This design comes from an exercise in tuning for small area on the open sky130 flow, not from production work. At most, simulation tests tie the RTL to the original design; equivalence was not proved. No activity file was given, so power comes from the tool's default toggle rates.

==> job 6375 <==
==> flow/design.v <==
module eptAV (
	input  wire        ept_clock,
	input  wire        ept_reset,
	input  wire [7:0]  ept_address,
	input  wire [31:0] ept_writedata,
	output wire [31:0] ept_readdata,
	input  wire        ept_chipselect,
	input  wire        ept_write,
	input  wire        ept_irc,
	output wire        ept_status,
	output wire [6:0]  ept_ramaddress_exp,
	output wire [31:0] ept_ramwritedata_exp,
	input  wire [31:0] ept_ramreaddata_exp,
	output wire        ept_ramwrite_exp
);
	localparam [2:0] S_IDLE = 3'd0, S_WATCH = 3'd1, S_EXC = 3'd2, S_SUM = 3'd3,
	                 S_DONE = 3'd4, S_STR = 3'd5, S_SUMX = 3'd6, S_STRX = 3'd7;
	wire write = ept_chipselect & ept_write;
	wire hi    = ept_address[7];
	wire [3:0] lo = ept_address[3:0];
	wire regsel = hi & (ept_address[6:4] == 3'b000);
	wire wr_clo   = write & regsel & (lo == 4'h0);
	wire wr_chi   = write & regsel & (lo == 4'h1);
	wire wr_start = write & regsel & (lo == 4'h3);
	wire wr_stop  = write & regsel & (lo == 4'h4);
	wire wr_task  = write & regsel & (lo == 4'h5);
	wire wr_ofs   = write & regsel & (lo == 4'h6);
	wire wr_isr   = write & regsel & (lo == 4'h7);
	wire wr_csave = write & regsel & (lo == 4'h8);
	wire wr_crest = write & regsel & (lo == 4'h9);
	wire softReset = write & regsel & (lo == 4'hb) & ept_writedata[0];
	reg        startReg, stopReg, isrHReg, csaveHReg, crestHReg, executedReg;
	reg [7:0]  taskIDReg, offsetReg;
	reg [2:0]  state;
	reg        taskActD, taskSlotOkD;                  
	reg [6:0]  ramAddressReg, taskAddressReg;
	reg        taskStartC, taskStopC, irqStartC, isrStartC, isrStopC,
	           csaveStartC, csaveStopC, crestStartC, crestStopC;
	reg        irqD, isrD, csaveD, crestD;
	reg [31:0] startTs, partTime, elapsed;
	reg [39:0] counter;
	wire idle  = (state == S_IDLE);
	wire watch = (state == S_WATCH);
	wire exc   = (state == S_EXC);
	wire store = (state == S_STR) | (state == S_STRX);
	wire done  = (state == S_DONE);
	wire taskStartTick  = taskIDReg[7] & ~taskActD;
	wire taskStopTick   = ~taskIDReg[7] & taskActD;
	wire irqStartTick   = ept_irc & ~irqD;
	wire isrStartTick   = isrHReg & ~isrD;
	wire isrStopTick    = ~isrHReg & isrD;
	wire csaveStartTick = csaveHReg & ~csaveD;
	wire csaveStopTick  = ~csaveHReg & csaveD;
	wire crestStartTick = crestHReg & ~crestD;
	wire crestStopTick  = ~crestHReg & crestD;
	wire wAct     = watch & ~stopReg;
	wire evIrq    = wAct & irqStartC;
	wire wTask    = wAct & ~irqStartC;
	wire evTStart = wTask & taskStartC;
	wire evTStop  = wTask & taskStopC;
	wire evCsS    = exc & csaveStartC;
	wire evCsE    = exc & csaveStopC;
	wire evIsS    = exc & isrStartC;
	wire evIsE    = exc & isrStopC;
	wire evCrS    = exc & crestStartC;
	wire evCrE    = exc & crestStopC;
	wire excMeas  = evCsS | evCsE | evIsE | evCrE;
	wire [7:0]  ofsN = ~(offsetReg & {8{~evIrq}});      
	wire [31:0] rs, rc;
	genvar i;
	generate for (i = 0; i < 32; i = i + 1) begin : g_row
		if (i < 8) begin : f
			assign rs[i] = counter[i] ^ ~startTs[i] ^ ofsN[i];
			assign rc[i] = (counter[i] & ~startTs[i]) | (ofsN[i] & (counter[i] | ~startTs[i]));
		end else begin : h
			assign rs[i] = counter[i] ^ startTs[i];        
			assign rc[i] = counter[i] | ~startTs[i];
		end
	end
	endgenerate
	wire [31:0] sumE, sumP;
	bkadd32 addE (.a(rs), .b({rc[30:0], 1'b1}), .ci(1'b1), .s(sumE));
	reg         convS;                                    
	wire [31:0] opA = store ? ept_ramreaddata_exp : partTime;
	wire [31:0] opB = convS ? ~startTs : elapsed;
	bkadd32 addP (.a(opA), .b(opB), .ci(1'b0), .s(sumP));
	wire [31:0] ramSum = sumP;
	wire [39:0] counterInc;
	wire [4:0]  byteOnes;
	wire [5:0]  byteCarry;
	assign byteCarry[0] = ~idle & ~(wr_clo | wr_chi);       
	generate for (i = 0; i < 5; i = i + 1) begin : g_inc
		wire [8:0] c;
		assign c[0] = byteCarry[i];
		genvar k;
		for (k = 0; k < 8; k = k + 1) begin : b
			assign counterInc[8*i+k] = counter[8*i+k] ^ c[k];
			assign c[k+1] = counter[8*i+k] & c[k];
		end
		assign byteOnes[i] = &counter[8*i+7:8*i];
		assign byteCarry[i+1] = byteCarry[i] & byteOnes[i];
	end
	endgenerate
	reg [6:0] ramAddressNext;
	always @* begin
		ramAddressNext = ramAddressReg;
		if (evTStop) ramAddressNext = taskSlotOkD ? taskAddressReg : 7'h7B;
		if (evCsS) ramAddressNext = 7'h7C;
		if (evCsE) ramAddressNext = 7'h7D;
		if (evIsE) ramAddressNext = 7'h7E;
		if (evCrE) ramAddressNext = 7'h7F;
	end
	reg [2:0] stateNext;
	always @* begin
		case (state)
			S_IDLE:  stateNext = startReg ? S_WATCH : S_IDLE;
			S_WATCH: stateNext = stopReg ? S_DONE : irqStartC ? S_EXC : taskStopC ? S_SUM : S_WATCH;
			S_EXC:   stateNext = evCrE ? S_SUM : excMeas ? S_SUMX : S_EXC;
			S_SUM:   stateNext = S_STR;
			S_SUMX:  stateNext = S_STRX;
			S_STR:   stateNext = S_WATCH;
			S_STRX:  stateNext = S_EXC;
			default: stateNext = S_IDLE;    
		endcase
	end
	always @(posedge ept_clock, posedge ept_reset) begin
		if (ept_reset) begin
			startReg <= 0; stopReg <= 0; isrHReg <= 0; csaveHReg <= 0; crestHReg <= 0; executedReg <= 0;
			taskIDReg <= 0; offsetReg <= 0;
			state <= S_IDLE; taskActD <= 0;
			ramAddressReg <= 0;
			taskStartC <= 0; taskStopC <= 0; irqStartC <= 0; isrStartC <= 0; isrStopC <= 0;
			csaveStartC <= 0; csaveStopC <= 0; crestStartC <= 0; crestStopC <= 0;
			irqD <= 0; isrD <= 0; csaveD <= 0; crestD <= 0;
		end else if (softReset) begin
			startReg <= 0; stopReg <= 0; isrHReg <= 0; csaveHReg <= 0; crestHReg <= 0; executedReg <= 0;
			taskIDReg <= 0; offsetReg <= 0;
			state <= S_IDLE; taskActD <= 0;
			ramAddressReg <= 0;
			taskStartC <= 0; taskStopC <= 0; irqStartC <= 0; isrStartC <= 0; isrStopC <= 0;
			csaveStartC <= 0; csaveStopC <= 0; crestStartC <= 0; crestStopC <= 0;
			irqD <= 0; isrD <= 0; csaveD <= 0; crestD <= 0;
		end else begin
			if (wr_start) startReg  <= ept_writedata[0];
			if (wr_stop)  stopReg   <= ept_writedata[0];
			if (wr_task)  taskIDReg <= ept_writedata[7:0];
			if (wr_ofs)   offsetReg <= ept_writedata[7:0];
			if (wr_isr)   isrHReg   <= ept_writedata[0];
			if (wr_csave) csaveHReg <= ept_writedata[0];
			if (wr_crest) crestHReg <= ept_writedata[0];
			if (done) executedReg <= ~executedReg;
			state <= stateNext;
			taskActD    <= taskIDReg[7];
			ramAddressReg <= ramAddressNext;
			taskStartC  <= taskStartTick  | (taskStopC & ~evTStart);
			taskStopC   <= taskStopTick   | (taskStopC & ~evTStop);
			irqStartC   <= irqStartTick   | (irqStartC & ~evIrq);
			isrStartC   <= isrStartTick   | (isrStartC & ~evIsS);
			isrStopC    <= isrStopTick    | (isrStopC & ~evIsE);
			csaveStartC <= csaveStartTick | (csaveStartC & ~evCsS);
			csaveStopC  <= csaveStopTick  | (csaveStopC & ~evCsE);
			crestStartC <= crestStartTick | (crestStartC & ~evCrS);
			crestStopC  <= crestStopTick  | (crestStopC & ~evCrE);
			irqD <= ept_irc; isrD <= isrHReg; csaveD <= csaveHReg; crestD <= crestHReg;
		end
	end
	wire capSev = evIrq | evTStart | evCsS | evIsS | evCrS | evCrE;
	wire capS   = ~softReset & capSev;
	wire cnvS   = ~softReset & convS;
	wire holdS  = ~softReset & ~capSev & ~convS;
	wire ldE    = ~softReset & (evTStop | excMeas);
	wire holdE  = ~softReset & ~(evTStop | excMeas);
	wire clr    = softReset | (idle & startReg);
	wire ldLo   = ~clr & wr_clo;
	wire keepLo = ~clr & ~wr_clo;
	wire ldHi   = ~clr & wr_chi;
	wire keepHi = ~clr & ~wr_chi;
	always @(posedge ept_clock, posedge ept_reset) begin
		if (ept_reset) begin
			startTs <= 0; elapsed <= 0; counter <= 0; convS <= 0;
		end else begin
			convS    <= evCrE & ~softReset;
			startTs  <= (counter[31:0] & {32{capS}}) | (~sumP & {32{cnvS}}) | (startTs & {32{holdS}});
			elapsed  <= (sumE & {32{ldE}}) | (elapsed & {32{holdE}});
			counter[31:0]  <= (ept_writedata & {32{ldLo}}) | (counterInc[31:0] & {32{keepLo}});
			counter[39:32] <= (ept_writedata[7:0] & {8{ldHi}}) | (counterInc[39:32] & {8{keepHi}});
		end
	end
	always @(posedge ept_clock) begin
		taskSlotOkD <= ~(&taskIDReg[6:2]);
		if (taskStartTick) taskAddressReg <= taskIDReg[6:0];
		if (evIrq)      partTime <= sumE;
		else if (evCsE) partTime <= sumP;
	end
	wire ready = idle;
	wire direct = ready & ~hi;
	assign ept_status = ready;
	assign ept_ramaddress_exp   = direct ? ept_address[6:0] : (idle ? 7'h00 : ramAddressNext);
	assign ept_ramwrite_exp     = direct ? write : store;
	assign ept_ramwritedata_exp = ready ? ept_writedata : ramSum;
	reg [31:0] regData;
	always @* begin
		regData = 32'h0;
		if (regsel) case (lo)
			4'h0: regData = counter[31:0];
			4'h1: regData = {24'h0, counter[39:32]};
			4'h2: regData = {31'h0, ready};
			4'h3: regData = {31'h0, startReg};
			4'h4: regData = {31'h0, stopReg};
			4'h5: regData = {24'h0, taskIDReg};
			4'h6: regData = {24'h0, offsetReg};
			4'h7: regData = {31'h0, isrHReg};
			4'h8: regData = {31'h0, csaveHReg};
			4'h9: regData = {31'h0, crestHReg};
			4'ha: regData = {31'h0, executedReg};
			default: regData = 32'h0;
		endcase
	end
	assign ept_readdata = hi ? regData : (ready ? ept_ramreaddata_exp : 32'h0);
endmodule
module bkadd32 (
	input  wire [31:0] a,
	input  wire [31:0] b,
	input  wire        ci,
	output wire [31:0] s
);
	wire [31:0] p = a ^ b;
	reg  [31:0] gg, pp;
	integer i, d;
	always @* begin
		gg = a & b;
		pp = p;
		gg[0] = gg[0] | (pp[0] & ci);
		for (d = 1; d < 32; d = d * 2)
			for (i = 2 * d - 1; i < 32; i = i + 2 * d) begin
				gg[i] = gg[i] | (pp[i] & gg[i-d]);
				pp[i] = pp[i] & pp[i-d];
			end
		for (d = 8; d >= 1; d = d / 2)
			for (i = 3 * d - 1; i < 32; i = i + 2 * d) begin
				gg[i] = gg[i] | (pp[i] & gg[i-d]);
				pp[i] = pp[i] & pp[i-d];
			end
	end
	assign s = p ^ {gg[30:0], ci};
endmodule
==> flow/flow/run.sh <==
#!/bin/bash
# Layout flow: the standard flow (standard.sh) with port buffers of the smallest buffer
# cell (buf_1) and clock tree synthesis without dummy loads, with smaller clock buffers.
# standard.sh's output goes to standard.log, ORFS's per-step logs stay in orfs/logs.
exec > run.log 2>&1
set -x
export BUFFER_PORTS_ARGS="-buffer_cell sky130_fd_sc_hd__buf_1"
export CTS_ARGS="-sink_clustering_enable -repair_clock_nets -dont_use_dummy_load -buf_list sky130_fd_sc_hd__clkbuf_8 -root_buf sky130_fd_sc_hd__clkbuf_8 -sink_clustering_size 24"
bash standard.sh > standard.log 2>&1
echo "standard.sh exit $?"
==> flow/standard.sh <==
#!/bin/bash
# synth_recipe.tcl (not shown) runs the flow's synth.tcl, then flattens the netlist and writes it again
# the make line also repeats each setting of config.mk as NAME=value (left out here)
make -C /OpenROAD-flow-scripts/flow DESIGN_CONFIG=/design/flow/config.mk WORK_HOME=/design/flow/orfs CLKGATE_MAP_FILE= SYNTH_SCRIPT=/design/flow/synth_recipe.tcl "${@:-finish}"
==> flow/config.mk <==
export PLATFORM = sky130hd
export DESIGN_NAME = eptAV
export DESIGN_NICKNAME = eptAV
export VERILOG_FILES = /design/flow/design.v
export SDC_FILE = /design/flow/constraint.sdc
export NUM_CORES = 4
export LEC_CHECK = 0
export CAP_MARGIN = 20
export CORE_MARGIN = 2
export CORE_UTILIZATION = 40
export SLEW_MARGIN = 20
==> flow/constraint.sdc <==
create_clock -name core_clock -period 8.0 [get_ports {ept_clock}]
set_input_delay 1.6000 -clock core_clock [delete_from_list [all_inputs] [get_ports {ept_clock}]]
set_output_delay 1.6000 -clock core_clock [all_outputs]
set_load 0.01 [all_outputs]
==> job 5678 (differences from job 6375) <==
--- a/flow/design.v
+++ b/flow/design.v
@@ -198,25 +198,17 @@
 	assign ept_ramaddress_exp   = direct ? ept_address[6:0] : (idle ? 7'h00 : ramAddressNext);
 	assign ept_ramwrite_exp     = direct ? write : store;
 	assign ept_ramwritedata_exp = ready ? ept_writedata : ramSum;
-	reg [31:0] regData;
-	always @* begin
-		regData = 32'h0;
-		if (regsel) case (lo)
-			4'h0: regData = counter[31:0];
-			4'h1: regData = {24'h0, counter[39:32]};
-			4'h2: regData = {31'h0, ready};
-			4'h3: regData = {31'h0, startReg};
-			4'h4: regData = {31'h0, stopReg};
-			4'h5: regData = {24'h0, taskIDReg};
-			4'h6: regData = {24'h0, offsetReg};
-			4'h7: regData = {31'h0, isrHReg};
-			4'h8: regData = {31'h0, csaveHReg};
-			4'h9: regData = {31'h0, crestHReg};
-			4'ha: regData = {31'h0, executedReg};
-			default: regData = 32'h0;
-		endcase
-	end
-	assign ept_readdata = hi ? regData : (ready ? ept_ramreaddata_exp : 32'h0);
+	wire selRam = ~hi & ready;
+	wire [10:0] sel;
+	generate for (i = 0; i < 11; i = i + 1) begin : g_sel
+		assign sel[i] = regsel & (lo == i);
+	end
+	endgenerate
+	wire [31:0] rdCounter = counter[31:0] & {32{sel[0]}};
+	wire [7:0]  rdByte    = (counter[39:32] & {8{sel[1]}}) | (taskIDReg & {8{sel[5]}}) | (offsetReg & {8{sel[6]}});
+	wire        rdFlag    = (ready & sel[2]) | (startReg & sel[3]) | (stopReg & sel[4]) | (isrHReg & sel[7]) |
+	                        (csaveHReg & sel[8]) | (crestHReg & sel[9]) | (executedReg & sel[10]);
+	assign ept_readdata = (ept_ramreaddata_exp & {32{selRam}}) | rdCounter | {24'h0, rdByte} | {31'h0, rdFlag};
 endmodule
 module bkadd32 (
 	input  wire [31:0] a,
==> flow/flow/run.sh (replaced) <==
#!/bin/bash
# Layout flow:
#  1. the standard synthesis (standard.sh synth), unchanged;
#  2. the combinational cells of that netlist re-mapped by Yosys/ABC for area (flow/remap.abc,
#     area-only mapping; the timing repair of the standard flow then restores timing);
#     the flip-flops (and tie cells) are kept as they are, with their names and cell types;
#  3. the rest of the standard flow (standard.sh finish) on that netlist, with port buffers
#     of the smallest buffer cell (buf_1) and clock tree synthesis without dummy loads, with
#     clkbuf_8 leaf buffers under a clkbuf_16 root.
# Logs: run.log (this script), standard_synth.log, remap_yosys.log, standard.log, and ORFS's
# per-step logs under orfs/logs.
exec > run.log 2>&1
set -x
export BUFFER_PORTS_ARGS="-buffer_cell sky130_fd_sc_hd__buf_1"
export CTS_ARGS="-sink_clustering_enable -repair_clock_nets -dont_use_dummy_load -buf_list sky130_fd_sc_hd__clkbuf_8 -root_buf sky130_fd_sc_hd__clkbuf_16 -sink_clustering_size 16 -sink_clustering_max_diameter 60"
bash standard.sh synth > standard_synth.log 2>&1 || exit 1
R=orfs/results/$FLOW_PLATFORM/eptAV/base
LIB=$FLOW_HOME/platforms/sky130hd/lib/sky130_fd_sc_hd__tt_025C_1v80.lib
cp $R/1_2_yosys.v std_1_2_yosys.v
KEEP=$(grep -o "sky130_fd_sc_hd__[a-z0-9_]*" std_1_2_yosys.v | sort -u | grep -E "__(df|edf|sdf|sedf|dl|conb)" | tr '\n' ' ')
DU=$(grep -o "\-dont_use [a-z0-9_*]*" orfs/logs/$FLOW_PLATFORM/eptAV/base/1_2_yosys.log | sort -u | tr '\n' ' ')
cat > remap.ys <<EOY
read_liberty -ignore_miss_func $LIB
read_verilog std_1_2_yosys.v
hierarchy -top $FLOW_TOP
blackbox $KEEP
flatten
opt_clean
abc -liberty $LIB $DU -script flow/remap.abc
opt_clean
setundef -zero
hilomap -singleton -hicell sky130_fd_sc_hd__conb_1 HI -locell sky130_fd_sc_hd__conb_1 LO
splitnets
opt_clean -purge
insbuf -buf sky130_fd_sc_hd__buf_4 A X
stat -liberty $LIB
write_verilog -noattr -nohex -nodec remapped.v
EOY
yosys -l remap_yosys.log -s remap.ys > /dev/null 2>&1 || exit 1
cp remapped.v $R/1_2_yosys.v
rm -f $R/1_synth.odb $R/1_synth.sdc
bash standard.sh finish > standard.log 2>&1
echo "standard.sh exit $?"
==> flow/flow/remap.abc (new file) <==
strash
&get -n
&fraig -x
&put
scorr
dc2
strash
dch -f
amap -m -Q 0.3
topo
--- a/flow/config.mk
+++ b/flow/config.mk
@@ -5,7 +5,7 @@
 export SDC_FILE = /design/flow/constraint.sdc
 export NUM_CORES = 4
 export LEC_CHECK = 0
-export CAP_MARGIN = 20
+export CAP_MARGIN = 10
 export CORE_MARGIN = 2
 export CORE_UTILIZATION = 40
-export SLEW_MARGIN = 20
+export SLEW_MARGIN = 10
==> job 5273 (differences from job 6375) <==
--- a/flow/design.v
+++ b/flow/design.v
@@ -198,25 +198,17 @@
 	assign ept_ramaddress_exp   = direct ? ept_address[6:0] : (idle ? 7'h00 : ramAddressNext);
 	assign ept_ramwrite_exp     = direct ? write : store;
 	assign ept_ramwritedata_exp = ready ? ept_writedata : ramSum;
-	reg [31:0] regData;
-	always @* begin
-		regData = 32'h0;
-		if (regsel) case (lo)
-			4'h0: regData = counter[31:0];
-			4'h1: regData = {24'h0, counter[39:32]};
-			4'h2: regData = {31'h0, ready};
-			4'h3: regData = {31'h0, startReg};
-			4'h4: regData = {31'h0, stopReg};
-			4'h5: regData = {24'h0, taskIDReg};
-			4'h6: regData = {24'h0, offsetReg};
-			4'h7: regData = {31'h0, isrHReg};
-			4'h8: regData = {31'h0, csaveHReg};
-			4'h9: regData = {31'h0, crestHReg};
-			4'ha: regData = {31'h0, executedReg};
-			default: regData = 32'h0;
-		endcase
-	end
-	assign ept_readdata = hi ? regData : (ready ? ept_ramreaddata_exp : 32'h0);
+	wire selRam = ~hi & ready;
+	wire [10:0] sel;
+	generate for (i = 0; i < 11; i = i + 1) begin : g_sel
+		assign sel[i] = regsel & (lo == i);
+	end
+	endgenerate
+	wire [31:0] rdCounter = counter[31:0] & {32{sel[0]}};
+	wire [7:0]  rdByte    = (counter[39:32] & {8{sel[1]}}) | (taskIDReg & {8{sel[5]}}) | (offsetReg & {8{sel[6]}});
+	wire        rdFlag    = (ready & sel[2]) | (startReg & sel[3]) | (stopReg & sel[4]) | (isrHReg & sel[7]) |
+	                        (csaveHReg & sel[8]) | (crestHReg & sel[9]) | (executedReg & sel[10]);
+	assign ept_readdata = (ept_ramreaddata_exp & {32{selRam}}) | rdCounter | {24'h0, rdByte} | {31'h0, rdFlag};
 endmodule
 module bkadd32 (
 	input  wire [31:0] a,
==> flow/flow/run.sh (replaced) <==
#!/bin/bash
# Layout flow:
#  1. the standard synthesis (standard.sh synth), unchanged;
#  2. the combinational cells of that netlist re-mapped by Yosys/ABC for area (flow/remap.abc,
#     area-only mapping; the timing repair of the standard flow then restores timing);
#     the flip-flops (and tie cells) are kept as they are, with their names and cell types;
#  3. the rest of the standard flow (standard.sh finish) on that netlist, with port buffers
#     of the smallest buffer cell (buf_1) and clock tree synthesis without dummy loads, with
#     clkbuf_8 leaf buffers under a clkbuf_16 root.
# Logs: run.log (this script), standard_synth.log, remap_yosys.log, standard.log, and ORFS's
# per-step logs under orfs/logs.
exec > run.log 2>&1
set -x
export BUFFER_PORTS_ARGS="-buffer_cell sky130_fd_sc_hd__buf_1"
export CTS_ARGS="-sink_clustering_enable -repair_clock_nets -dont_use_dummy_load -buf_list sky130_fd_sc_hd__clkbuf_8 -root_buf sky130_fd_sc_hd__clkbuf_16 -sink_clustering_size 16 -sink_clustering_max_diameter 60"
bash standard.sh synth > standard_synth.log 2>&1 || exit 1
R=orfs/results/$FLOW_PLATFORM/eptAV/base
LIB=$FLOW_HOME/platforms/sky130hd/lib/sky130_fd_sc_hd__tt_025C_1v80.lib
cp $R/1_2_yosys.v std_1_2_yosys.v
KEEP=$(grep -o "sky130_fd_sc_hd__[a-z0-9_]*" std_1_2_yosys.v | sort -u | grep -E "__(df|edf|sdf|sedf|dl|conb)" | tr '\n' ' ')
DU=$(grep -o "\-dont_use [a-z0-9_*]*" orfs/logs/$FLOW_PLATFORM/eptAV/base/1_2_yosys.log | sort -u | tr '\n' ' ')
cat > remap.ys <<EOY
read_liberty -ignore_miss_func $LIB
read_verilog std_1_2_yosys.v
hierarchy -top $FLOW_TOP
blackbox $KEEP
flatten
opt_clean
abc -liberty $LIB $DU -script flow/remap.abc
opt_clean
setundef -zero
hilomap -singleton -hicell sky130_fd_sc_hd__conb_1 HI -locell sky130_fd_sc_hd__conb_1 LO
splitnets
opt_clean -purge
insbuf -buf sky130_fd_sc_hd__buf_4 A X
stat -liberty $LIB
write_verilog -noattr -nohex -nodec remapped.v
EOY
yosys -l remap_yosys.log -s remap.ys > /dev/null 2>&1 || exit 1
cp remapped.v $R/1_2_yosys.v
rm -f $R/1_synth.odb $R/1_synth.sdc
bash standard.sh finish > standard.log 2>&1
echo "standard.sh exit $?"
==> flow/flow/remap.abc (new file) <==
strash
&get -n
&fraig -x
&put
scorr
dc2
strash
dch -f
amap
topo
--- a/flow/config.mk
+++ b/flow/config.mk
@@ -5,7 +5,8 @@
 export SDC_FILE = /design/flow/constraint.sdc
 export NUM_CORES = 4
 export LEC_CHECK = 0
-export CAP_MARGIN = 20
+export ABC_AREA = 1
+export CAP_MARGIN = 10
 export CORE_MARGIN = 2
 export CORE_UTILIZATION = 40
-export SLEW_MARGIN = 20
+export SLEW_MARGIN = 10
==> impl_metrics.py <==
metrics = {
    "placed_design": {
        "hpwl_um": 29000,
    },
    "logic_synthesis": {
        "synth-seq-cells": 191,
        "avgSynthCellArea_um2": 9.23,
    },
    "sta": {
        "fin_worst_skew_ns": 0.0497,
        "period_share_pct": 91.2,
        "worst-slew-pin-transition_ns": 1.05,
    },
    "final_layout": {
        "seq_share_pct": 33.9,
    },
    "floorplanning": {
        "initial_core_util_pct": 40.4,
    },
    "power": {
        "share_comb_of_total_power_pct": 70.0,
    },
    "drt": {
        "drt-met1-wl_um": 18700,
    },
    "run_status": {
        "status": "no timing/DRC/antenna violations",
    },
}
That was job 6375.
==> impl_metrics.py <==
metrics = {
    "run_status": {
        "status": "no timing/DRC/antenna violations",
    },
    "placed_design": {
        "hpwl_um": 28000,
    },
    "floorplanning": {
        "initial_core_util_pct": 40.6,
    },
    "sta": {
        "period_share_pct": 96.6,
        "worst-slew-pin-transition_ns": 1.32,
    },
    "drt": {
        "drt-met1-wl_um": 18700,
    },
    "logic_synthesis": {
        "avgSynthCellArea_um2": 8.19,
    },
}
That was job 5678.
==> impl_metrics.py <==
metrics = {
    "run_status": {
        "status": "failed layout checks",
        "so_faults": "setup timing",
    },
    "sta": {
        "worst_slack_ns": -0.418,
        "fin_worst_skew_ns": 0.0361,
        "setup_viol": 3,
        "period_share_pct": 105,
    },
    "placed_design": {
        "hpwl_um": 27200,
    },
    "power": {
        "share_comb_of_total_power_pct": 71.7,
    },
    "final_layout": {
        "seq_share_pct": 35.5,
    },
    "floorplanning": {
        "initial_core_util_pct": 40.4,
    },
}
That was job 5273.
The RTL of job 6375 was laid out without a check of its function.

-- static timing again, ports no longer ideal --
The results above use ideal ports. As a check the final layouts listed here were re-extracted and re-timed, cells and wires unchanged.
Step 1: set_driving_cell puts a clkbuf_16 on ept_clock and a buf_2 on each other input, an assumption about the parent block.
Step 2 moves the port delays by t, midway between the first and last clock arrival at a register: inputs arrive t later, outputs are due t later. That takes back most of the time a late clock gives input paths.
Three values: ideal, step 1, step 2; two values: the first two.
run	t, ns	slack for setup (ns)	worst hold slack (ns)	clock arrival spread, ns	worst register clock-pin slew, ns
job 6375	0.517	0.702 / 0.659 / 0.680	0.488 / 0.488 / 0.488	0.050 / 0.050	0.12 / 0.12
job 5678	0.436	0.273 / 0.236 / 0.236	0.418 / 0.418 / 0.418	0.045 / 0.044	0.12 / 0.12
job 5273	0.425	-0.418 / -0.482 / -0.482	0.450 / 0.450 / 0.450	0.036 / 0.036	0.11 / 0.11
The setup slack of job 5273, which loses most, moves by -0.064 ns with the drivers and by -0.064 ns with both steps.
